From an optimization exercise on the open Yosys and OpenROAD flow, aimed at small area; shortcuts taken in it are not production practice. RTL that was checked went through simulation tests only; none was proved equivalent to the original. Only the layout flow was run in run 4; the RTL was not checked for function there. In runs 3 and 4 the design's own scripts or RTL, not TritonCTS, make the clock network. The flow treats the clock pin as an ideal source. Dropping or thinning the clock tree relies on that and would not hold on a real chip. Power figures rest on the tool's default switching activity, not on a simulated workload.

==> design.v <==
`timescale 1ns / 1ps
module main_fpga (
    input clk,
    input rst,
    input btnCenter,
    input btnTop,
    input btnBottom,
    input btnLeft,
    input btnRight,
    input [15:0] sw,
    output [3:0] ssSel,
    output [7:0] ssDisp,
    output [15:0] led
);
    assign led = 16'b0000100110011001;
    reg [1:0] th;      
    reg [3:0] tu;      
    reg S;             
    reg [10:0] C;      
    reg [1:0] g;       
    localparam [10:0] T_SEED = 11'd10;
    localparam [10:0] T_MASK = 11'h3FB;
    wire P1 = ~(g[1] | g[0]);                    
    wire P2 = tu[3] & tu[1];                     
    wire th3 = th[1] & th[0];
    wire over = th3 & ~tu[3] & ~tu[2] & (tu[1] | tu[0]);    
    wire show = th3 & (tu[3] | tu[2] | tu[1] | tu[0]);      
    wire win = ~S;
    wire btn = btnCenter | btnLeft | btnRight;
    wire [1:0] n = {btnCenter | ~btnLeft, ~btnCenter};
    wire tdone = ~|(C & T_MASK);
    wire press = btn & ~P1 & ~over & (~S | P2);
    wire comp = S & ~over & tdone;
    wire timeout = over & tdone;
    wire [1:0] add = ({2{press}} & n) | ({2{comp}} & g);
    wire s0 = tu[0] ^ add[0];
    wire c0 = tu[0] & add[0];
    wire s1 = tu[1] ^ add[1] ^ c0;
    wire c1 = (tu[1] & add[1]) | (c0 & (tu[1] | add[1]));
    wire s2 = tu[2] ^ c1;
    wire c2 = tu[2] & c1;
    wire s3 = tu[3] ^ c2;
    wire carry = s3 & (s2 | s1);                 
    wire [3:0] nu = carry ? {2'b00, s2, s0} : {s3, s2, s1, s0};
    wire [1:0] nh = {th[1] ^ (th[0] & carry), th[0] ^ carry};
    always @(posedge clk) begin
        if (P1) begin
            th <= 2'd3;
            tu <= 4'd10;
        end else begin
            th <= nh;
            tu <= nu;
        end
        S <= press | (S & ~comp & ~P2);
        if (rst)
            g <= 0;
        else
            g <= (timeout & ~P1) ? 2'b00 : {g[0] | ~g[1], ~(g[1] & g[0])};
        C <= (press | comp) ? T_SEED : {C[9:0], C[10] ^ C[1]};
    end
    reg [6:0] rc;      
    reg [1:0] pos;     
    reg [3:0] code;    
    localparam [6:0] R_SEED = 7'd25;
    wire step = ~|rc[4:0];
    wire [1:0] np = {pos[0], ~pos[1]};
    reg [3:0] dg;
    always @* begin
        case (np)
            2'b00: dg = show ? {3'b101, win} : 4'hF;
            2'b01: dg = show ? {win, win, 2'b00} : 4'hF;
            2'b11: dg = show ? {1'b0, ~win, 1'b0, 1'b1} : {2'b00, th};
            default: dg = show ? {2'b11, win, ~win} : tu;
        endcase
    end
    always @(posedge clk) begin
        if (rst) begin
            rc <= R_SEED;
            pos <= 0;
            code <= 4'hF;
        end else begin
            rc <= step ? R_SEED : {rc[5:0], rc[6] ^ rc[0]};
            if (step) begin
                pos <= np;
                code <= dg;
            end
        end
    end
    assign ssSel = {~pos[1] | pos[0], ~(pos[1] & pos[0]), pos[1] | ~pos[0], pos[1] | pos[0]};
    assign ssDisp[7] = 1'b1;
    assign ssDisp[0] = (code[3] & ~code[2] & code[1]) | (code[2] & ~code[1] & ~code[0]) | (code[3] & code[1] & code[0]) | (~code[3] & ~code[2] & ~code[1] & code[0]);
    assign ssDisp[1] = (code[2] & ~code[1] & code[0]) | (code[3] & ~code[2] & code[1]) | (code[3] & code[2] & code[0]) | (~code[3] & code[2] & code[1] & ~code[0]);
    assign ssDisp[2] = (code[3] & code[2] & code[0]) | (~code[2] & code[1] & ~code[0]);
    assign ssDisp[3] = (code[3] & code[2] & code[1]) | (code[2] & code[1] & code[0]) | (~code[3] & ~code[2] & ~code[1] & code[0]) | (~code[3] & code[2] & ~code[1] & ~code[0]);
    assign ssDisp[4] = (~code[3] & code[0]) | (~code[2] & ~code[1] & code[0]) | (~code[3] & code[2] & ~code[1]) | (code[2] & code[1] & code[0]);
    assign ssDisp[5] = (~code[3] & ~code[2] & code[0]) | (code[2] & code[1] & code[0]) | (~code[3] & ~code[2] & code[1]) | (code[3] & code[2] & ~code[1] & ~code[0]);
    assign ssDisp[6] = (code[3] & code[1]) | (~code[3] & ~code[2] & ~code[1]) | (code[3] & code[2] & ~code[0]) | (code[2] & code[1] & code[0]);
endmodule
==> flow/run.sh <==
#!/bin/bash
# Layout flow: the standard ORFS flow (standard.sh) with
#  - port buffers of the smallest buffer cell;
#  - one clock-tree cluster for the few registers, no dummy loads.
set -euo pipefail
W=$(pwd)
F=$W/flow

# synthesis script: ORFS synth.tcl with its abc call using flow/area.abc
sed -e "s#log_cmd abc {\*}\$abc_args#log_cmd abc -script $F/area.abc {*}\$lib_args {*}\$lib_dont_use_args#" \
  "$FLOW_HOME/scripts/synth.tcl" > "$W/synth_area.tcl"
grep -q "area.abc" "$W/synth_area.tcl"
sed -e "s#\$::env(SCRIPTS_DIR)/synth.tcl#$W/synth_area.tcl#" synth_recipe.tcl > "$W/synth_recipe_area.tcl"
grep -q "synth_area.tcl" "$W/synth_recipe_area.tcl"

ARGS=(
  SYNTH_SCRIPT="$W/synth_recipe_area.tcl"
  ADDER_MAP_FILE=
  BUFFER_PORTS_ARGS="-buffer_cell sky130_fd_sc_hd__buf_1"
  CTS_ARGS="-sink_clustering_enable -repair_clock_nets -sink_clustering_size 50 -sink_clustering_max_diameter 300 -dont_use_dummy_load -buf_list {sky130_fd_sc_hd__clkbuf_4 sky130_fd_sc_hd__clkbuf_8}"
)
bash standard.sh "${ARGS[@]}" finish > "$W/standard_finish.log" 2>&1
==> flow/area.abc <==
strash
dch -f
amap
topo
==> standard.sh <==
#!/bin/bash
# synth_recipe.tcl (not shown) runs the flow's synth.tcl, then flattens the netlist and writes it again
# the make line also repeats each setting of config.mk as NAME=value (left out here)
make -C /OpenROAD-flow-scripts/flow DESIGN_CONFIG=/design/flow/config.mk WORK_HOME=/design/flow/orfs CLKGATE_MAP_FILE= SYNTH_SCRIPT=/design/flow/synth_recipe.tcl "${@:-finish}"
==> config.mk <==
export PLATFORM = sky130hd
export DESIGN_NAME = main_fpga
export DESIGN_NICKNAME = main_fpga
export VERILOG_FILES = /design/flow/design.v
export SDC_FILE = /design/flow/constraint.sdc
export NUM_CORES = 4
export LEC_CHECK = 0
export CAP_MARGIN = 20
export CORE_MARGIN = 2
export CORE_UTILIZATION = 40
export SLEW_MARGIN = 20
==> constraint.sdc <==
create_clock -name core_clock -period 10.0 [get_ports {clk}]
set_input_delay 2.0000 -clock core_clock [delete_from_list [all_inputs] [get_ports {clk}]]
set_output_delay 2.0000 -clock core_clock [all_outputs]
set_load 0.01 [all_outputs]
==> insert_results.sql, run 1 <==
INSERT INTO impl_metrics (metric_group, metric, value, unit) VALUES
('timing', 'fin_worst_skew', '0.008069', 'ns'),
('yosys', 'number_of_synthesized_flops_with_an_enable_pin', '0', ''),
('floorplanning', 'boundaryPins', '51', ''),
('timing', 'transition_time_at_the_pin_with_the_least_slew_margin', '0.8469', 'ns'),
('pwr', 'power.static_leakage', '0.6205', 'nW'),
('placement', 'numPortBuffers', '15', ''),
('run_status', 'outcome', 'no timing/DRC/antenna violations', ''),
('clock_tree', 'cts.clk_slew.worst_paths', '0.06', 'ns'),
('clock_tree', 'clock_tree.root_cell', 'sky130_fd_sc_hd__clkbuf_8', ''),
('yosys', 'yosys_warnings', '1', ''),
('grt', 'antenna_found_initial', '0', ''),
('pwr', 'p_per_area', '243.7', 'nW/µm²'),
('yosys', 'syn-mean-instance-area', '7.849', 'µm²'),
('final_layout', 'area_growth_syn_to_layout', '7.477', '%'),
('worst_setup_path', 'worstSetupEndpointType', 'register', ''),
('clock_tree', 'cts_post_setup_buffers_inserted', '0', ''),
('final_layout', 'fillerInstances', '395', ''),
('worst_setup_path', 'cp_max_fo', '3', ''),
('drt', 'post-route-drc-count', '0', ''),
('yosys', 'commonest_register_cell_after_synthesis', 'sky130_fd_sc_hd__dfxtp_1', ''),
('run', 'drv_cap', '0', ''),
('yosys', 'postSynthCellCount', '194', ''),
('floorplanning', 'coreArea', '3661', 'µm²'),
('clock_tree', 'cts_tree', 'built', ''),
('worst_setup_path', 'critPathMaxStageDelay', '0.25', 'ns'),
('yosys', 'syn-cell-area', '1523', 'µm²'),
('clock_tree', 'cts_max_path_buffers', '2', ''),
('final_layout', 'finish.cell_count_without_fillers', '260', ''),
('worst_setup_path', 'critical_path_at', '4.01', 'ns'),
('final_layout', 'insertedDiodeCount', '0', ''),
('grt', 'grt_start_max_net_pins', '13', ''),
('pwr', 'ir_worst_vdd', '0.0001448', 'V'),
('placement', 'dp.final_hpwl', '1.999', 'mm'),
('grt', 'globalRoute.totalOverflow', '0', ''),
('floorplanning', 'die_h', '65.70', 'µm'),
('floorplanning', 'initial_utilization', '0.4159', ''),
('worst_setup_path', 'setup.worst_path.class', 'in -> reg', ''),
('timing', 'hold-worst-slack', '0.4160', 'ns'),
('yosys', 'post_synth_num_cell_types', '28', ''),
('worst_setup_path', 'worst_ep_required_time', '10.20', 'ns'),
('clock_tree', 'numClockSinks', '33', ''),
('yosys', 'postSynth.asyncResetShare', '0', ''),
('worst_setup_path', 'cp_max_delay_cell', 'sky130_fd_sc_hd__nor3_1', ''),
('drt', 'dr.first_iter.drc_count', '136', ''),
('clock_tree', 'htreeDepth', '2', ''),
('drt', 'via_per_inst', '4.777', ''),
('worst_setup_path', 'critical_path.top_delay_family', 'simple AND/OR/NAND/NOR gates', ''),
('floorplanning', 'row_count', '22', ''),
('timing', 'finalCriticalPeriod', '3.810', 'ns'),
('final_layout', 'most-common-layout-cells', 'sky130_fd_sc_hd__dfxtp_1, sky130_fd_sc_hd__clkinv_1, sky130_fd_sc_hd__nor2_1', ''),
('yosys', 'ys_ff_latch', '33', ''),
('grt', 'grt_pass1_vias', '1092', ''),
('drt', 'detail_route.wl_per_cell', '10.24', 'µm'),
('drt', 'detailroute.via_count', '1242', ''),
('timing', 'max_frequency', '262.5', 'MHz'),
('timing', 'report.final.hold_viol_count', '0', ''),
('floorplanning', 'floorplan.die_area', '4316', 'µm²'),
('floorplanning', 'die_width', '65.70', 'µm'),
('clock_tree', 'numCtsBuffers', '5', ''),
('drt', 'drt-total-wl', '2.662', 'mm'),
('worst_setup_path', 'setup.worst_path.start_class', 'primary input', ''),
('clock_tree', 'cts_hold_buf', '0', ''),
('hold_path', 'timing.hold.worst.class', 'reg -> reg', ''),
('timing', 'final-max-slew-violation-count', '0', ''),
('clock_tree', 'cts_resized', '0', ''),
('placement', 'gp_congestion', '0.8131', ''),
('worst_setup_path', 'crit_buf_inv', '3', ''),
('placement', 'place.detailed.instances', '255', ''),
('grt', 'first_pass_grt_wire_length', '4.567', 'mm'),
('timing', 'tns', '0', 'ns'),
('final_layout', 'finalNetCount', '237', '');
-- routing by layer --
| layer | share of wire | vias up | track usage | wire length, µm |
|---|---|---|---|---|
| li1 | - | 660 | - | - |
| met2 | 0.42 | 21 | 0.2045 | 1115 |
| met1 | 0.52 | 558 | 0.1788 | 1378 |
| met5 | 0 | - | 0 | 0 |
| met4 | 0.012 | 0 | 0.03906 | 31 |
| met3 | 0.051 | 3 | 0.05822 | 137 |
-- worst register-to-register path, delay by kind of cell (launching register included) --
family | cells | cell delay (ns)
buffers and inverters | 3 | 0.39
AND/OR/NAND/NOR | 8 | 0.97
flip-flops | 1 | 0.40
AO/OA/AOI/OAI | 5 | 0.94
-- cell usage after synthesis, drive strengths merged, types with 3 or more instances --
cell,count,share of area
buf,17,0.084
a21oi,12,0.039
or2,7,0.029
dfxtp,33,0.43
clkinv,25,0.062
o21ai,14,0.046
nor2,25,0.062
o21a,3,0.015
nor3,5,0.016
o31ai,4,0.020
a211oi,3,0.015
nand2,16,0.039
nor2b,9,0.037
-- power by group --
part / internal [W] / switching (W)
combinational: 0.0000453 / 0.0000726
sequential: 0.000170 / 0.0000253
clock: 0.0000447 / 0.0000407
-- kinds of logic after synthesis --
group / count (synthesis) / synth area share
buffers and inverters: 42 / 0.1454
other: 2 / 0.004932
AO/OA/AOI/OAI: 48 / 0.2038
AND/OR/NAND/NOR: 69 / 0.2120
flip-flops: 33 / 0.4339
-- final cells by class --
| class | count | area [µm²] | share of cell area |
|---|---|---|---|
| Timing Repair Buffer | 15 | 56.30 | 0.03440 |
| Inverter | 25 | 93.84 | 0.05734 |
| Tap cell | 48 | 60.06 | 0.03670 |
| Sequential cell | 33 | 660.6 | 0.4037 |
| Multi-Input combinational cell | 134 | 696.9 | 0.4258 |
| Clock buffer | 5 | 68.82 | 0.04205 |
-- per-stage QoR --
step           instance area [µm²]  setup WS (ns)    util  total power (W)
2_1_floorplan                 1579          6.362       -        0.0002932
3_3_place_gp                  1568          5.965  0.4282        0.0003145
3_5_place_dp                  1568          5.941  0.4282        0.0003160
4_1_cts                       1637          6.199  0.4470        0.0004055
5_1_grt                       1637          5.793  0.4470        0.0004336
6_report                      1637          6.190  0.4470        0.0003988
-- final timing paths --
path / start / to / slack [ns] / depth (start not counted)
min: C[2] / C[3] / 0.42 / 1
max reg2reg: tu[3] / th[0] / 7.22 / 16
max: btnCenter / th[0] / 6.19 / 15
min reg2reg: C[2] / C[3] / 0.42 / 1
-- flip-flops by register name (all words and copies together), names as in the netlist --
name / cells
S: 1
pos: 2
C: 11
tu: 4
th: 2
rc: 7
code: 4
g: 2
==> inputs of run 2 (changes only) <==
--- a/design.v
+++ b/design.v
@@ -45,15 +45,15 @@
     wire [1:0] nh = {th[1] ^ (th[0] & carry), th[0] ^ carry};
+    wire gz = tu[1] | tu[0];                     
     always @(posedge clk) begin
-        if (P1) begin
-            th <= 2'd3;
-            tu <= 4'd10;
+        if (rst) begin
+            th <= 0;
+            tu <= 0;
+            S <= 0;
+            g <= 0;
         end else begin
             th <= nh;
-            tu <= nu;
+            tu <= P1 ? {gz, 1'b0, gz, 1'b0} : nu;
+            S <= press | (S & ~comp & ~P2);
+            g <= timeout ? 2'b00 : {g[0] | ~g[1], ~(g[1] & g[0])};
         end
-        S <= press | (S & ~comp & ~P2);
-        if (rst)
-            g <= 0;
-        else
-            g <= (timeout & ~P1) ? 2'b00 : {g[0] | ~g[1], ~(g[1] & g[0])};
         C <= (press | comp) ? T_SEED : {C[9:0], C[10] ^ C[1]};
==> run.sh (new file) <==
#!/bin/bash
# synth_recipe.tcl (not shown) runs the flow's synth.tcl, then flattens the netlist and writes it again
# the make line also repeats each setting of config.mk as NAME=value (left out here)
make -C /OpenROAD-flow-scripts/flow DESIGN_CONFIG=/design/flow/config.mk WORK_HOME=/design/flow/orfs CLKGATE_MAP_FILE= SYNTH_SCRIPT=/design/flow/synth_recipe.tcl finish
removed: flow/run.sh
removed: flow/area.abc
removed: standard.sh
==> run 2 against run 1 <==
Clock power is about 10% higher; largest power group unchanged; critical path type unchanged; combinational power is 66% lower; die area is 7.3% higher; via count is 3.3% higher; area after synthesis is 7.8% higher; register-to-register slack worse by 0.26 ns; count of clock-buffer cells in the layout is 1 higher; core utilization is 1.4 points higher; still clean on timing, DRC and antenna; cell count is 1.2% lower; sequential power is 21% lower; global-route usage is 1.3 points higher.
==> insert_results.sql, run 2 <==
INSERT INTO impl_metrics (metric_group, metric, value, unit) VALUES
('worst_setup_path', 'cp_max_delay_cell', 'sky130_fd_sc_hd__or4_1', ''),
('grt', 'grt_pass1_vias', '1124', ''),
('yosys', 'synth_top_cells_by_count', 'sky130_fd_sc_hd__dfxtp_1, sky130_fd_sc_hd__buf_4, sky130_fd_sc_hd__nor2b_1, sky130_fd_sc_hd__nor2_1, sky130_fd_sc_hd__a21oi_1', ''),
('drt', 'drt-total-wl', '2.965', 'mm'),
('placement', 'numPortBuffers', '15', ''),
('timing', 'max_frequency', '224.0', 'MHz'),
('grt', 'globalRoute.totalOverflow', '0', ''),
('clock_tree', 'numCtsBuffers', '5', ''),
('floorplanning', 'coreArea', '3971', 'µm²'),
('drt', 'dr.first_iter.drc_count', '30', ''),
('placement', 'gp_congestion', '0.8672', ''),
('final_layout', 'drive_above_1_share', '0.06280', ''),
('floorplanning', 'row_count', '23', ''),
('worst_setup_path', 'critPathMaxStageDelay', '0.54', 'ns'),
('worst_setup_path', 'worst_ep_required_time', '10.20', 'ns'),
('worst_setup_path', 'critical_path.cell_chain', 'clkdlybuf4s50_1 > nor3_1 > or3_1 > or2_2 > o2bb2ai_1 > ha_1 > fa_1 > or4_1 > a21oi_1', ''),
('yosys', 'syn-mean-instance-area', '8.418', 'µm²'),
('pwr', 'power.static_leakage', '0.7269', 'nW'),
('floorplanning', 'initial_utilization', '0.4134', ''),
('timing', 'max-slew-margin-rel', '0.4985', ''),
('placement', 'dp.final_hpwl', '2.220', 'mm'),
('hold_path', 'timing.hold.worst.class', 'reg -> reg', ''),
('clock_tree', 'clk_latency', '0.28', 'ns'),
('floorplanning', 'die_h', '68.06', 'µm'),
('yosys', 'syn-cell-area', '1642', 'µm²'),
('final_layout', 'layout_commonest_cell', 'sky130_fd_sc_hd__dfxtp_1', ''),
('run', 'drv_cap', '0', ''),
('timing', 'final-max-slew-violation-count', '0', ''),
('drt', 'detailroute.via_count', '1283', ''),
('yosys', 'yosys-top-cells-area', 'sky130_fd_sc_hd__dfxtp_1, sky130_fd_sc_hd__buf_4, sky130_fd_sc_hd__nor2b_1', ''),
('timing', 'setup_viol', '0', ''),
('worst_setup_path', 'worst-r2r-cell-count', '11', ''),
('yosys', 'synth_largest_type_area_fraction', '0.4024', ''),
('clock_tree', 'htreeDepth', '2', ''),
('timing', 'final.period_utilization', '0.4464', ''),
('final_layout', 'max_flop_register', 'C', ''),
('floorplanning', 'floorplan.die_area', '4632', 'µm²'),
('yosys', 'post_synth_num_cell_types', '41', ''),
('drt', 'detail_route.wl_per_cell', '11.54', 'µm'),
('drt', 'via_per_inst', '4.992', ''),
('worst_setup_path', 'cp_max_fo', '3', ''),
('yosys', 'ys_ff_latch', '33', ''),
('yosys', 'commonest_register_cell_after_synthesis', 'sky130_fd_sc_hd__dfxtp_1', ''),
('run_status', 'outcome', 'no timing/DRC/antenna violations', ''),
('timing', 'transition_time_at_the_pin_with_the_least_slew_margin', '0.7453', 'ns'),
('pwr', 'ir_worst_vdd', '0.00009967', 'V'),
('floorplanning', 'die_width', '68.06', 'µm'),
('clock_tree', 'cts_tree', 'built', ''),
('final_layout', 'insertedDiodeCount', '0', ''),
('grt', 'grt_use_total', '0.1499', ''),
('grt', 'grt_start_max_net_pins', '22', ''),
('yosys', 'number_of_synthesized_flops_with_an_enable_pin', '0', ''),
('hold_path', 'hold_path_depth', '1', ''),
('yosys', 'synthDominantAreaCellType', 'sky130_fd_sc_hd__dfxtp_1', ''),
('floorplanning', 'boundaryPins', '51', ''),
('timing', 'tns', '0', 'ns'),
('yosys', 'yosys_warnings', '1', ''),
('drt', 'postRouteAntennaNets', '0', ''),
('clock_tree', 'clock_tree.root_cell', 'sky130_fd_sc_hd__clkbuf_8', ''),
('drt', 'drt_pass1_iterations', '4', ''),
('worst_setup_path', 'worstSetupEndpointType', 'register', ''),
('timing', 'hold-worst-slack', '0.4137', 'ns'),
('pwr', 'p_per_area', '157.2', 'nW/µm²'),
('timing', 'fin_worst_skew', '0.002651', 'ns'),
('clock_tree', 'cts_post_setup_buffers_inserted', '0', ''),
('timing', 'finalCriticalPeriod', '4.464', 'ns'),
('worst_setup_path', 'critical_path_at', '4.66', 'ns'),
('clock_tree', 'cts.clk_slew.worst_paths', '0.06', 'ns'),
('clock_tree', 'numClockSinks', '33', ''),
('final_layout', 'largest_regs', 'C x11, rc x7', ''),
('yosys', 'postSynth.asyncResetShare', '0', ''),
('yosys', 'postSynthCellCount', '195', ''),
('yosys', 'yosys.cell_count.top_type', 'sky130_fd_sc_hd__dfxtp_1', ''),
('yosys', 'synth_seq_area_share', '0.4024', ''),
('drt', 'post-route-drc-count', '0', ''),
('final_layout', 'largest_reg_flops', '11', ''),
('final_layout', 'finalNetCount', '233', ''),
('clock_tree', 'cts_hold_buf', '0', ''),
('grt', 'first_pass_grt_wire_length', '5.112', 'mm'),
('timing', 'rsz0062_at_grt', 'no', ''),
('final_layout', 'most-common-layout-cells', 'sky130_fd_sc_hd__dfxtp_1, sky130_fd_sc_hd__conb_1, sky130_fd_sc_hd__nor2b_1', ''),
('clock_tree', 'cts_max_path_buffers', '2', ''),
('worst_setup_path', 'setup.worst_path.class', 'in -> reg', ''),
('final_layout', 'area_growth_syn_to_layout', '11.43', '%'),
('grt', 'antenna_found_initial', '0', ''),
('clock_tree', 'cts_resized', '0', ''),
('worst_setup_path', 'setup.worst_path.start_class', 'primary input', ''),
('timing', 'report.final.hold_viol_count', '0', '');
==> run 2: changes by cell type in the layout (fill, tap and decap cells not counted), sizes merged, moves of 4 or more <==
cell	delta
xnor2	+4
buf	-15
nand2	-4
inv	+6
clkinv	-23
nor2	-10
nor2b	+7
clkdlybuf4s50	+15
==> run 2: logic make-up (layout without fill, tap and decap cells) <==
logic type | after synthesis | after routing | share of synthesized area
compound gates | 43 | 43 | 0.1639
xor+xnor | 4 | 4 | 0.02134
fa+ha+maj | 4 | 4 | 0.03506
buf+inv | 32 | 29 | 0.1136
flops | 33 | 33 | 0.4024
mux | 2 | 2 | 0.01296
other cells | 2 | 17 | 0.004575
simple gates | 75 | 75 | 0.2462
==> run 2: report_power, final <==
group	total (W)	internal [W]	switching, W
clock network	0.0000939	0.0000481	0.0000458
logic	0.0000396	0.0000187	0.0000209
registers	0.000154	0.000144	0.00000960
total	0.000288	0.000211	0.0000763
==> run 2: layout make-up <==
cell class / instances / area, µm²
inverters: 6 / 22.52
fillers: 409 / 2142
well taps: 50 / 62.56
flip-flops and latches: 33 / 660.6
repair buffers: 15 / 150.1
multi-input cells: 145 / 850.8
clock buffers: 6 / 72.57
clock inverters: 2 / 10.01
==> run 2: routing by layer <==
layer | global-route usage | wire length, µm | vias up
li1 | - | - | 660
met1 | 0.1829 | 1333 | 588
met2 | 0.2391 | 1435 | 30
met3 | 0.04934 | 136 | 5
met4 | 0.06750 | 59 | 0
met5 | 0 | 0 | -
==> run 2: per-stage QoR <==
stage | instances | cell area [µm²] | power, W | worst slack, ns | util
2_1_floorplan | 210 | 1698 | 0.0001909 | 5.928 | -
3_3_place_gp | 249 | 1747 | 0.0001947 | 5.294 | 0.4398
3_5_place_dp | 249 | 1747 | 0.0001970 | 5.241 | 0.4398
4_1_cts | 257 | 1829 | 0.0002925 | 5.533 | 0.4606
5_1_grt | 257 | 1829 | 0.0003046 | 5.342 | 0.4606
6_report | 257 | 1829 | 0.0002876 | 5.536 | 0.4606
==> run 2: worst paths after layout <==
path	start	endpoint	slack (ns)
hold reg to reg	C[2]	C[3]	0.41
setup / recovery	btnCenter	tu[3]	5.54
setup reg to reg	th[0]	tu[1]	6.96
hold / removal	C[2]	C[3]	0.41
==> run 2: critical path, delay by kind of cell <==
kind                     cells  cell delay, ns
AO/OA/AOI/OAI                2            0.32
buffers and inverters        1            0.50
adder cells (fa/ha/maj)      2            0.63
AND/OR/NAND/NOR              4            1.22
==> inputs of run 3 (changes only) <==
--- a/design.v
+++ b/design.v
@@ -45,15 +45,15 @@
     wire [1:0] nh = {th[1] ^ (th[0] & carry), th[0] ^ carry};
-    wire gz = tu[1] | tu[0];                     
     always @(posedge clk) begin
-        if (rst) begin
-            th <= 0;
-            tu <= 0;
-            S <= 0;
-            g <= 0;
+        if (P1) begin
+            th <= 2'd3;
+            tu <= 4'd10;
         end else begin
             th <= nh;
-            tu <= P1 ? {gz, 1'b0, gz, 1'b0} : nu;
-            S <= press | (S & ~comp & ~P2);
-            g <= timeout ? 2'b00 : {g[0] | ~g[1], ~(g[1] & g[0])};
+            tu <= nu;
         end
+        S <= press | (S & ~comp & ~P2);
+        if (rst)
+            g <= 0;
+        else
+            g <= (timeout & ~P1) ? 2'b00 : {g[0] | ~g[1], ~(g[1] & g[0])};
         C <= (press | comp) ? T_SEED : {C[9:0], C[10] ^ C[1]};
==> flow/run.sh (new file) <==
#!/bin/bash
# Layout flow: the standard ORFS flow (standard.sh) with
#  - synthesis as standard, but ABC maps for area (flow/area.abc) and no
#    adder extraction;
#  - one tie cell for all constant outputs (flow/ties.tcl);
#  - port buffers of the smallest buffer cell;
#  - one clock buffer for the few registers in place of the H-tree
#    (flow/cts_single.tcl).
# Each tool's output goes to the ORFS logs under orfs/logs and to *.log here.
set -euo pipefail
W=$(pwd)
F=$W/flow

# synthesis script: ORFS synth.tcl with its abc call using flow/area.abc
sed -e "s#log_cmd abc {\*}\$abc_args#log_cmd abc -script $F/area.abc {*}\$lib_args {*}\$lib_dont_use_args#" \
  "$FLOW_HOME/scripts/synth.tcl" > "$W/synth_area.tcl"
grep -q "area.abc" "$W/synth_area.tcl"
sed -e "s#\$::env(SCRIPTS_DIR)/synth.tcl#$W/synth_area.tcl#" synth_recipe.tcl > "$W/synth_recipe_area.tcl"
grep -q "synth_area.tcl" "$W/synth_recipe_area.tcl"

ARGS=(
  SYNTH_SCRIPT="$W/synth_recipe_area.tcl"
  ADDER_MAP_FILE=
  POST_FLOORPLAN_TCL="$F/ties.tcl"
  BUFFER_PORTS_ARGS="-buffer_cell sky130_fd_sc_hd__buf_1"
  PRE_CTS_TCL="$F/cts_single.tcl"
)
bash standard.sh "${ARGS[@]}" finish > "$W/standard_finish.log" 2>&1
==> flow/area.abc (new file) <==
strash
dch -f
amap
topo
==> flow/cts_single.tcl (new file) <==
# Clock tree for a design with few registers: one clock buffer drives every
# register clock pin; the clock port drives only that buffer. Replaces
# clock_tree_synthesis in ORFS's cts.tcl (sourced there as PRE_CTS_TCL).
proc clock_tree_synthesis { args } {
  set block [ord::get_db_block]
  set db [ord::get_db]
  set clk_net [$block findNet clk]
  set master [$db findMaster sky130_fd_sc_hd__clkbuf_16]
  set buf [odb::dbInst_create $block $master clkbuf_0_clk]
  set leaf [odb::dbNet_create $block clknet_0_clk]
  $leaf setSigType CLOCK
  $clk_net setSigType CLOCK
  set sx 0; set sy 0; set n 0
  foreach it [$clk_net getITerms] {
    set inst [$it getInst]
    set box [$inst getBBox]
    set sx [expr {$sx + ([$box xMin] + [$box xMax]) / 2}]
    set sy [expr {$sy + ([$box yMin] + [$box yMax]) / 2}]
    incr n
    $it disconnect
    $it connect $leaf
  }
  [$buf findITerm A] connect $clk_net
  [$buf findITerm X] connect $leaf
  $buf setLocation [expr {$sx / $n}] [expr {$sy / $n}]
  $buf setPlacementStatus PLACED
  puts "cts_single: clkbuf_0_clk drives $n clock pins"
}
==> flow/ties.tcl (new file) <==
# One tie cell for all constant outputs: the first conb_1 drives every net
# that any tie cell drove, through its HI or LO pin. Sourced as POST_FLOORPLAN_TCL.
proc merge_ties {} {
  set block [ord::get_db_block]
  set keep ""
  set n 0
  foreach inst [$block getInsts] {
    if { [[$inst getMaster] getName] ne "sky130_fd_sc_hd__conb_1" } { continue }
    incr n
    if { $keep eq "" } { set keep $inst; continue }
    foreach pin {HI LO} {
      set net [[$inst findITerm $pin] getNet]
      if { $net eq "NULL" || $net eq "" } { continue }
      [$inst findITerm $pin] disconnect
      set knet [[$keep findITerm $pin] getNet]
      if { $knet eq "NULL" || $knet eq "" } {
        [$keep findITerm $pin] connect $net
      } else {
        foreach it [$net getITerms] { $it disconnect; $it connect $knet }
        foreach bt [$net getBTerms] { $bt disconnect; $bt connect $knet }
        odb::dbNet_destroy $net
      }
    }
    odb::dbInst_destroy $inst
  }
  puts "merge_ties: $n tie cells merged into one"
}
merge_ties
==> standard.sh (new file) <==
#!/bin/bash
# synth_recipe.tcl (not shown) runs the flow's synth.tcl, then flattens the netlist and writes it again
# the make line also repeats each setting of config.mk as NAME=value (left out here)
make -C /OpenROAD-flow-scripts/flow DESIGN_CONFIG=/design/flow/config.mk WORK_HOME=/design/flow/orfs CLKGATE_MAP_FILE= SYNTH_SCRIPT=/design/flow/synth_recipe.tcl "${@:-finish}"
removed: run.sh
==> run 3 against run 2 <==
Still clean; area after synthesis shrank 7.2%; critical path depth increased by 6; sequential power is 25% higher; sequential share of layout area is 7.0 points higher; largest power group unchanged.
==> insert_results.sql, run 3 <==
INSERT INTO impl_metrics (metric_group, metric, value, unit) VALUES
('run_status', 'outcome', 'no timing/DRC/antenna violations', ''),
('yosys', 'number_of_synthesized_flops_with_an_enable_pin', '0', ''),
('placement', 'dp.final_hpwl', '1.861', 'mm'),
('grt', 'globalRoute.totalOverflow', '0', ''),
('floorplanning', 'boundaryPins', '51', ''),
('yosys', 'postSynth.asyncResetShare', '0', ''),
('grt', 'antenna_found_initial', '0', ''),
('placement', 'gp_congestion', '0.7763', ''),
('yosys', 'synth_largest_type_area_fraction', '0.4339', ''),
('clock_tree', 'cts_hold_buf', '0', ''),
('drt', 'postRouteAntennaNets', '0', ''),
('final_layout', 'layout.cell_area.non_filler', '1533', 'µm²'),
('timing', 'final-max-slew-violation-count', '0', ''),
('run', 'drv_cap', '0', ''),
('final_layout', 'post-route-util', '0.4187', ''),
('pwr', 'power.static_leakage', '0.5450', 'nW'),
('floorplanning', 'floorplan.die_area', '4316', 'µm²'),
('pwr', 'p_per_area', '235.9', 'nW/µm²'),
('worst_setup_path', 'setup.worst_path.start_class', 'primary input', ''),
('drt', 'post-route-drc-count', '0', ''),
('pwr', 'p_switching', '0.0001277', 'W'),
('pwr', 'pwr-share-comb', '0.326', ''),
('timing', 'fin_worst_skew', '0.007967', 'ns'),
('timing', 'tns', '0', 'ns'),
('timing', 'setup_viol', '0', ''),
('pwr', 'p_clk_frac', '0.140', ''),
('worst_setup_path', 'cp_max_fo', '3', ''),
('timing', 'max-slew-margin-rel', '0.4133', ''),
('yosys', 'synth_top_cells_by_count', 'sky130_fd_sc_hd__dfxtp_1, sky130_fd_sc_hd__clkinv_1, sky130_fd_sc_hd__nor2_1, sky130_fd_sc_hd__buf_4, sky130_fd_sc_hd__nand2_1', ''),
('yosys', 'yosys-top-cells-area', 'sky130_fd_sc_hd__dfxtp_1, sky130_fd_sc_hd__buf_4, sky130_fd_sc_hd__clkinv_1', ''),
('drt', 'drt-total-wl', '2.384', 'mm'),
('timing', 'report.final.hold_viol_count', '0', ''),
('pwr', 'p_seq_frac', '0.534', ''),
('floorplanning', 'die_width', '65.70', 'µm'),
('yosys', 'synth_seq_area_share', '0.4339', ''),
('yosys', 'ys_ff_latch', '33', ''),
('pwr', 'intPower', '0.0002338', 'W'),
('grt', 'grt_start_max_net_pins', '34', ''),
('floorplanning', 'initial_utilization', '0.4159', ''),
('yosys', 'yosys_warnings', '1', ''),
('floorplanning', 'coreArea', '3661', 'µm²'),
('clock_tree', 'cts.clk_slew.worst_paths', '0.12', 'ns'),
('final_layout', 'most-common-layout-cells', 'sky130_fd_sc_hd__dfxtp_1, sky130_fd_sc_hd__clkinv_1, sky130_fd_sc_hd__nor2_1', ''),
('grt', 'grt_pass1_vias', '988', ''),
('final_layout', 'area_growth_syn_to_layout', '0.6574', '%'),
('worst_setup_path', 'worstSetupEndpointType', 'register', ''),
('placement', 'postPlaceCellArea', '1508', 'µm²'),
('timing', 'finalCriticalPeriod', '3.854', 'ns'),
('drt', 'via_per_inst', '4.846', ''),
('drt', 'drt_pass1_iterations', '4', ''),
('timing', 'rsz0062_at_grt', 'no', ''),
('grt', 'grt_use_total', '0.1135', ''),
('clock_tree', 'cts_post_setup_buffers_inserted', '0', ''),
('pwr', 'power_switching_share', '0.3533', ''),
('worst_setup_path', 'critical_path_at', '3.97', 'ns'),
('yosys', 'syn-cell-area', '1523', 'µm²'),
('yosys', 'yosys.cell_count.top_type', 'sky130_fd_sc_hd__dfxtp_1', ''),
('drt', 'detail_route.wl_per_cell', '9.933', 'µm'),
('pwr', 'ir_worst_vdd', '0.0001389', 'V'),
('yosys', 'post_synth_num_cell_types', '28', ''),
('final_layout', 'insertedDiodeCount', '0', ''),
('timing', 'transition_time_at_the_pin_with_the_least_slew_margin', '0.8690', 'ns'),
('final_layout', 'largest_reg_flops', '11', ''),
('worst_setup_path', 'worst_ep_required_time', '10.11', 'ns'),
('timing', 'final.period_utilization', '0.3854', ''),
('clock_tree', 'cts_resized', '0', ''),
('clock_tree', 'clk_latency', '0.18', 'ns'),
('final_layout', 'max_flop_register', 'C', ''),
('drt', 'detailroute.via_count', '1163', ''),
('final_layout', 'layout_commonest_cell', 'sky130_fd_sc_hd__dfxtp_1', ''),
('floorplanning', 'row_count', '22', ''),
('yosys', 'postSynthCellCount', '194', ''),
('worst_setup_path', 'setup.worst_path.class', 'in -> reg', ''),
('final_layout', 'drive_above_1_share', '0.005208', ''),
('final_layout', 'finalNetCount', '218', ''),
('yosys', 'commonest_register_cell_after_synthesis', 'sky130_fd_sc_hd__dfxtp_1', ''),
('final_layout', 'largest_regs', 'C x11, rc x7', ''),
('worst_setup_path', 'reg2reg_setup_slack', '7.30', 'ns'),
('drt', 'dr.first_iter.drc_count', '49', ''),
('hold_path', 'timing.hold.worst.class', 'reg -> reg', ''),
('yosys', 'synthDominantAreaCellType', 'sky130_fd_sc_hd__dfxtp_1', ''),
('yosys', 'syn-mean-instance-area', '7.849', 'µm²'),
('grt', 'first_pass_grt_wire_length', '4.126', 'mm'),
('placement', 'numPortBuffers', '15', ''),
('timing', 'max_frequency', '259.4', 'MHz'),
('floorplanning', 'die_h', '65.70', 'µm');
-- run 3: critical path, stage by stage --
cell	delay, ns
sky130_fd_sc_hd__buf_1	0.12
sky130_fd_sc_hd__nor3_1	0.07
sky130_fd_sc_hd__nor3_1	0.23
sky130_fd_sc_hd__clkinv_1	0.15
sky130_fd_sc_hd__o22ai_1	0.25
sky130_fd_sc_hd__nand2_1	0.13
sky130_fd_sc_hd__nand2_1	0.07
sky130_fd_sc_hd__o21ai_0	0.11
sky130_fd_sc_hd__nor2_1	0.18
sky130_fd_sc_hd__nor2_1	0.06
sky130_fd_sc_hd__a21oi_1	0.21
sky130_fd_sc_hd__nor2_1	0.10
sky130_fd_sc_hd__nand2_1	0.10
sky130_fd_sc_hd__clkinv_1	0.08
sky130_fd_sc_hd__o21ai_0	0.14
-- run 3: cell families (layout without fill, tap and decap cells) --
logic type      Yosys count  after routing  synth area share
buf+inv                  42             41            0.1454
compound gates           48             48            0.2038
flops                    33             33            0.4339
other cells               2              1          0.004932
simple gates             69             69            0.2120
-- run 3: per-layer routing --
metal,part of all wire,up-vias,track usage
met5,0,-,0
met4,0.013,0,0.01302
met3,0.044,2,0.01199
met2,0.43,17,0.1995
met1,0.51,500,0.1538
li1,-,644,-
-- run 3: cell type report --
cell class / count / area [µm²]
Fill cell: 381 / 2128
Tap cell: 48 / 60.06
Sequential cell: 33 / 660.6
Buffer: 1 / 25.02
Inverter: 25 / 93.84
Multi-Input combinational cell: 118 / 636.9
Timing Repair Buffer: 15 / 56.30
-- run 3: path summary, 6_finish.rpt --
kind | to | depth (start not counted) | from
max | th[0] | 15 | btnCenter
min | C[3] | 1 | C[2]
max reg2reg | th[0] | 16 | tu[3]
min reg2reg | C[3] | 1 | C[2]
-- run 3: stage by stage --
step / total power, W / hold slack [ns] / setup slack, ns / std cells
after global routing: 0.0003951 / 0.4639 / 5.764 / 240
final: 0.0003615 / 0.4336 / 6.146 / 240
after floorplan: 0.0002932 / 0.3940 / 6.362 / 209
after global placement: 0.0003151 / 0.4081 / 5.958 / 239
after detailed placement: 0.0003147 / 0.4073 / 5.978 / 239
after CTS: 0.0003545 / 0.4109 / 5.954 / 240
-- run 3: power by group through the flow --
stage	Combinational [W]	Sequential [W]	Clock (W)
global placement	0.000119	0.000197	0
global route	0.000140	0.000199	0.0000563
CTS	0.000119	0.000197	0.0000383
finish	0.000118	0.000193	0.0000507
floorplan	0.000104	0.000190	0
detailed placement	0.000118	0.000196	0
==> inputs of run 4 (changes only) <==
--- a/design.v
+++ b/design.v
@@ -69,6 +69,6 @@
         case (np)
-            2'b00: dg = show ? {3'b101, win} : 4'hF;
-            2'b01: dg = show ? {win, win, 2'b00} : 4'hF;
-            2'b11: dg = show ? {1'b0, ~win, 1'b0, 1'b1} : {2'b00, th};
-            default: dg = show ? {2'b11, win, ~win} : tu;
+            2'b00: dg = show ? (win ? 4'd6 : 4'd0) : 4'd4;
+            2'b01: dg = show ? (win ? 4'd10 : 4'd0) : 4'd1;
+            2'b11: dg = show ? (win ? 4'd1 : 4'd7) : {2'b00, th};
+            default: dg = show ? (win ? 4'd10 : 4'd12) : tu;
         endcase
@@ -79,3 +79,3 @@
             pos <= 0;
-            code <= 4'hF;
+            code <= 4'd4;
         end else begin
@@ -90,9 +90,9 @@
     assign ssDisp[7] = 1'b1;
-    assign ssDisp[0] = (code[3] & ~code[2] & code[1]) | (code[2] & ~code[1] & ~code[0]) | (code[3] & code[1] & code[0]) | (~code[3] & ~code[2] & ~code[1] & code[0]);
-    assign ssDisp[1] = (code[2] & ~code[1] & code[0]) | (code[3] & ~code[2] & code[1]) | (code[3] & code[2] & code[0]) | (~code[3] & code[2] & code[1] & ~code[0]);
-    assign ssDisp[2] = (code[3] & code[2] & code[0]) | (~code[2] & code[1] & ~code[0]);
-    assign ssDisp[3] = (code[3] & code[2] & code[1]) | (code[2] & code[1] & code[0]) | (~code[3] & ~code[2] & ~code[1] & code[0]) | (~code[3] & code[2] & ~code[1] & ~code[0]);
-    assign ssDisp[4] = (~code[3] & code[0]) | (~code[2] & ~code[1] & code[0]) | (~code[3] & code[2] & ~code[1]) | (code[2] & code[1] & code[0]);
-    assign ssDisp[5] = (~code[3] & ~code[2] & code[0]) | (code[2] & code[1] & code[0]) | (~code[3] & ~code[2] & code[1]) | (code[3] & code[2] & ~code[1] & ~code[0]);
-    assign ssDisp[6] = (code[3] & code[1]) | (~code[3] & ~code[2] & ~code[1]) | (code[3] & code[2] & ~code[0]) | (code[2] & code[1] & code[0]);
+    assign ssDisp[0] = (~pos[1] & ~pos[0]) | (~code[3] & ~code[2] & ~code[1] & code[0]) | (~pos[1] & code[3]) | (~code[3] & code[2] & ~code[1] & ~code[0]);
+    assign ssDisp[1] = (~pos[1] & ~pos[0]) | (pos[0] & code[2]) | (~pos[1] & code[0]) | (code[3] & code[2]) | (code[2] & ~code[1] & code[0]) | (code[2] & code[1] & ~code[0]);
+    assign ssDisp[2] = (~pos[1] & ~pos[0] & ~code[1]) | (~code[3] & ~code[2] & code[1] & ~code[0]) | (code[3] & code[2]) | (~pos[1] & code[0]);
+    assign ssDisp[3] = (~code[3] & ~code[2] & ~code[1] & code[0]) | (~code[3] & code[2] & ~code[1] & ~code[0]) | (~pos[0] & code[3] & code[1]) | (~pos[0] & code[2] & code[1] & code[0]);
+    assign ssDisp[4] = (code[0]) | (~code[3] & code[2] & ~code[1]);
+    assign ssDisp[5] = (~code[3] & ~code[2] & code[0]) | (pos[0] & code[1] & ~code[0]) | (~code[3] & ~code[2] & code[1]) | (~pos[1] & code[2] & ~code[1]) | (~pos[0] & code[1] & code[0]);
+    assign ssDisp[6] = (~code[3] & ~code[2] & ~code[1]) | (~pos[1]) | (code[3] & code[1]) | (~pos[0] & code[2] & code[1] & code[0]);
 endmodule
==> flow/cts_single.tcl (replaced) <==
# Clock tree for a design with few registers: the clock port drives one small
# inverter, which drives one large inverter, which drives every register clock
# pin. Replaces clock_tree_synthesis in ORFS's cts.tcl (sourced as PRE_CTS_TCL;
# cts.tcl then legalizes the placement and repairs timing as usual).
proc clock_tree_synthesis { args } {
  set block [ord::get_db_block]
  set db [ord::get_db]
  set clk_net [$block findNet clk]
  set leaf [odb::dbNet_create $block clknet_0_clk]
  set mid [odb::dbNet_create $block clknet_1_clk]
  $leaf setSigType CLOCK
  $mid setSigType CLOCK
  $clk_net setSigType CLOCK
  set sx 0; set sy 0; set n 0
  foreach it [$clk_net getITerms] {
    set box [[$it getInst] getBBox]
    set sx [expr {$sx + ([$box xMin] + [$box xMax]) / 2}]
    set sy [expr {$sy + ([$box yMin] + [$box yMax]) / 2}]
    incr n
    $it disconnect
    $it connect $leaf
  }
  set x [expr {$sx / $n}]
  set y [expr {$sy / $n}]
  set i1 [odb::dbInst_create $block [$db findMaster sky130_fd_sc_hd__inv_2] clkinv_1_clk]
  set i0 [odb::dbInst_create $block [$db findMaster sky130_fd_sc_hd__inv_16] clkinv_0_clk]
  [$i1 findITerm A] connect $clk_net
  [$i1 findITerm Y] connect $mid
  [$i0 findITerm A] connect $mid
  [$i0 findITerm Y] connect $leaf
  foreach i [list $i1 $i0] {
    $i setLocation $x $y
    $i setPlacementStatus PLACED
  }
  puts "cts_single: clkinv_0_clk drives $n clock pins"
}
==> run 4 against run 3 <==
First-iteration DRC count increased by 12%; fmax increased by 3.7%; hold slack got worse by 0.0059 ns; total power decreased by 1.5%; clock skew decreased by 0.0053 ns; critical path depth unchanged; sequential share of layout area increased by 0.21 points; die area decreased by 0.40%; area after synthesis decreased by 0.41%; highest routed layer unchanged.
==> insert_results.sql, run 4 <==
INSERT INTO impl_metrics (metric_group, metric, value, unit) VALUES
('run_status', 'outcome', 'no timing/DRC/antenna violations', ''),
('final_layout', 'most-common-layout-cells', 'sky130_fd_sc_hd__dfxtp_1, sky130_fd_sc_hd__clkinv_1, sky130_fd_sc_hd__nor2_1', ''),
('placement', 'dp.final_hpwl', '2.065', 'mm'),
('pwr', 'p_clk_frac', '0.143', ''),
('timing', 'report.final.hold_viol_count', '0', ''),
('yosys', 'syn-cell-area', '1516', 'µm²'),
('drt', 'postRouteAntennaNets', '0', ''),
('pwr', 'p_per_area', '233.6', 'nW/µm²'),
('yosys', 'synth_top_cells_by_count', 'sky130_fd_sc_hd__dfxtp_1, sky130_fd_sc_hd__clkinv_1, sky130_fd_sc_hd__nor2_1, sky130_fd_sc_hd__nand2_1, sky130_fd_sc_hd__buf_4', ''),
('worst_setup_path', 'cp_max_fo', '4', ''),
('worst_setup_path', 'setup.worst_path.class', 'in -> reg', ''),
('yosys', 'yosys.cell_count.top_type', 'sky130_fd_sc_hd__dfxtp_1', ''),
('timing', 'setup_viol', '0', ''),
('pwr', 'pwr-share-comb', '0.319', ''),
('drt', 'drt-total-wl', '2.647', 'mm'),
('floorplanning', 'die_width', '65.57', 'µm'),
('run', 'drv_cap', '0', ''),
('grt', 'grt_pass1_vias', '1138', ''),
('timing', 'final-max-slew-violation-count', '0', ''),
('final_layout', 'largest_regs', 'C x11, rc x7', ''),
('drt', 'drt_pass1_iterations', '4', ''),
('clock_tree', 'cts.clk_slew.worst_paths', '0.10', 'ns'),
('pwr', 'power_switching_share', '0.3835', ''),
('floorplanning', 'floorplan.die_area', '4299', 'µm²'),
('hold_path', 'timing.hold.worst.class', 'reg -> reg', ''),
('worst_setup_path', 'r2r_start', 'C[8]', ''),
('drt', 'detail_route.wl_per_cell', '10.98', 'µm'),
('grt', 'antenna_found_initial', '0', ''),
('clock_tree', 'cts_hold_buf', '0', ''),
('yosys', 'fraction_of_the_mapped_netlist_area_in_compound_gates', '0.1980', ''),
('final_layout', 'max_flop_register', 'C', ''),
('grt', 'first_pass_grt_wire_length', '4.754', 'mm'),
('floorplanning', 'die_h', '65.57', 'µm'),
('pwr', 'ir_worst_vdd', '0.0001071', 'V');
## run 4: worst paths after layout
| kind | to | slack [ns] | cells past startpoint |
|---|---|---|---|
| setup / recovery | th[0] | 6.28 | 15 |
| hold / removal | C[3] | 0.43 | 1 |
| hold reg to reg | C[3] | 0.43 | 1 |
| setup reg to reg | th[0] | 7.43 | 15 |
## run 4: stage by stage
| stage | hold WS [ns] | total power (W) | instances | area [µm²] | utilization |
|---|---|---|---|---|---|
| 6_report | 0.4277 | 0.0003563 | 241 | 1525 | 0.4166 |
| 3_3_place_gp | 0.4063 | 0.0003092 | 239 | 1501 | 0.4101 |
| 4_1_cts | 0.4089 | 0.0003522 | 241 | 1525 | 0.4166 |
| 5_1_grt | 0.4589 | 0.0003935 | 241 | 1525 | 0.4166 |
| 3_5_place_dp | 0.4064 | 0.0003103 | 239 | 1501 | 0.4101 |
| 2_1_floorplan | 0.3940 | 0.0002900 | 209 | 1573 | - |
## run 4: power groups by stage
stage                     Clock (W)  Sequential, W  Combinational (W)
after floorplan                   0       0.000189           0.000101
after CTS                 0.0000409       0.000195           0.000116
after detailed placement          0       0.000195           0.000116
after global routing      0.0000590       0.000198           0.000137
final                     0.0000510       0.000192           0.000114
after global placement            0       0.000195           0.000114
## run 4: final cells by class
cell class / count / area (µm²) / share of cell area
Sequential cell: 33 / 660.6 / 0.4331
Inverter: 28 / 121.4 / 0.07957
Tap cell: 48 / 60.06 / 0.03938
Multi-Input combinational cell: 117 / 626.9 / 0.4110
Timing Repair Buffer: 15 / 56.30 / 0.03692
## run 4: cells by family after synthesis
logic type	Yosys count
buffers and inverters	43
other	2
DFF	33
and+or+nand+nor	71
AOI/OAI and AO/OA	45
## run 4: metal layers
layer / GRT usage / part of all wire / vias to the layer above
li1: - / - / 649
met1: 0.1894 / 0.52 / 530
met2: 0.2168 / 0.44 / 14
met3: 0.006849 / 0.036 / 4
met4: 0.02604 / 0.0076 / 0
met5: 0 / 0 / -
## run 4: critical path, stage by stage
cell and delay [ns]:
sky130_fd_sc_hd__buf_1 0.12, sky130_fd_sc_hd__nor3_1 0.07, sky130_fd_sc_hd__nor2_1 0.10, sky130_fd_sc_hd__nand3_1 0.13
sky130_fd_sc_hd__o21ai_0 0.31, sky130_fd_sc_hd__nor2_1 0.06, sky130_fd_sc_hd__o21ai_0 0.21, sky130_fd_sc_hd__nand2_1 0.11
sky130_fd_sc_hd__nor2_1 0.09, sky130_fd_sc_hd__a21oi_1 0.06, sky130_fd_sc_hd__clkinv_1 0.07, sky130_fd_sc_hd__nand2_1 0.06
sky130_fd_sc_hd__nor2_1 0.15, sky130_fd_sc_hd__a21oi_1 0.05, sky130_fd_sc_hd__or2_0 0.20

re-timing with driven ports:
How much do the figures lean on ideal ports? The routed layouts below were timed once more, with nothing changed but the port constraints. Step 1 assumes that a clkbuf_16 drives the clock port and a buf_2 every other input. Step 2 also shifts input and output timing later by t, the mid clock arrival at the registers, as if the neighbouring blocks saw the same clock. a / b / c = no drivers / after step 1 / after step 2; a / b = the first two.
| run | t (ns) | setup WS [ns] | clock arrival spread, ns | worst data-port slew with drivers (ns) |
|---|---|---|---|---|
| run 1 | 0.294 | 6.190 / 6.187 / 5.893 | 0.008 / 0.008 | 0.03 |
| run 2 | 0.305 | 5.536 / 5.540 / 5.234 | 0.003 / 0.003 | 0.03 |
| run 3 | 0.203 | 6.146 / 6.154 / 5.951 | 0.012 / 0.012 | 0.03 |
| run 4 | 0.200 | 6.282 / 6.287 / 6.087 | 0.003 / 0.003 | 0.03 |
After both steps every run listed still meets setup and hold. For run 2, which loses most, drivers alone change the setup slack by +0.004 ns; drivers and shift together by -0.302 ns.
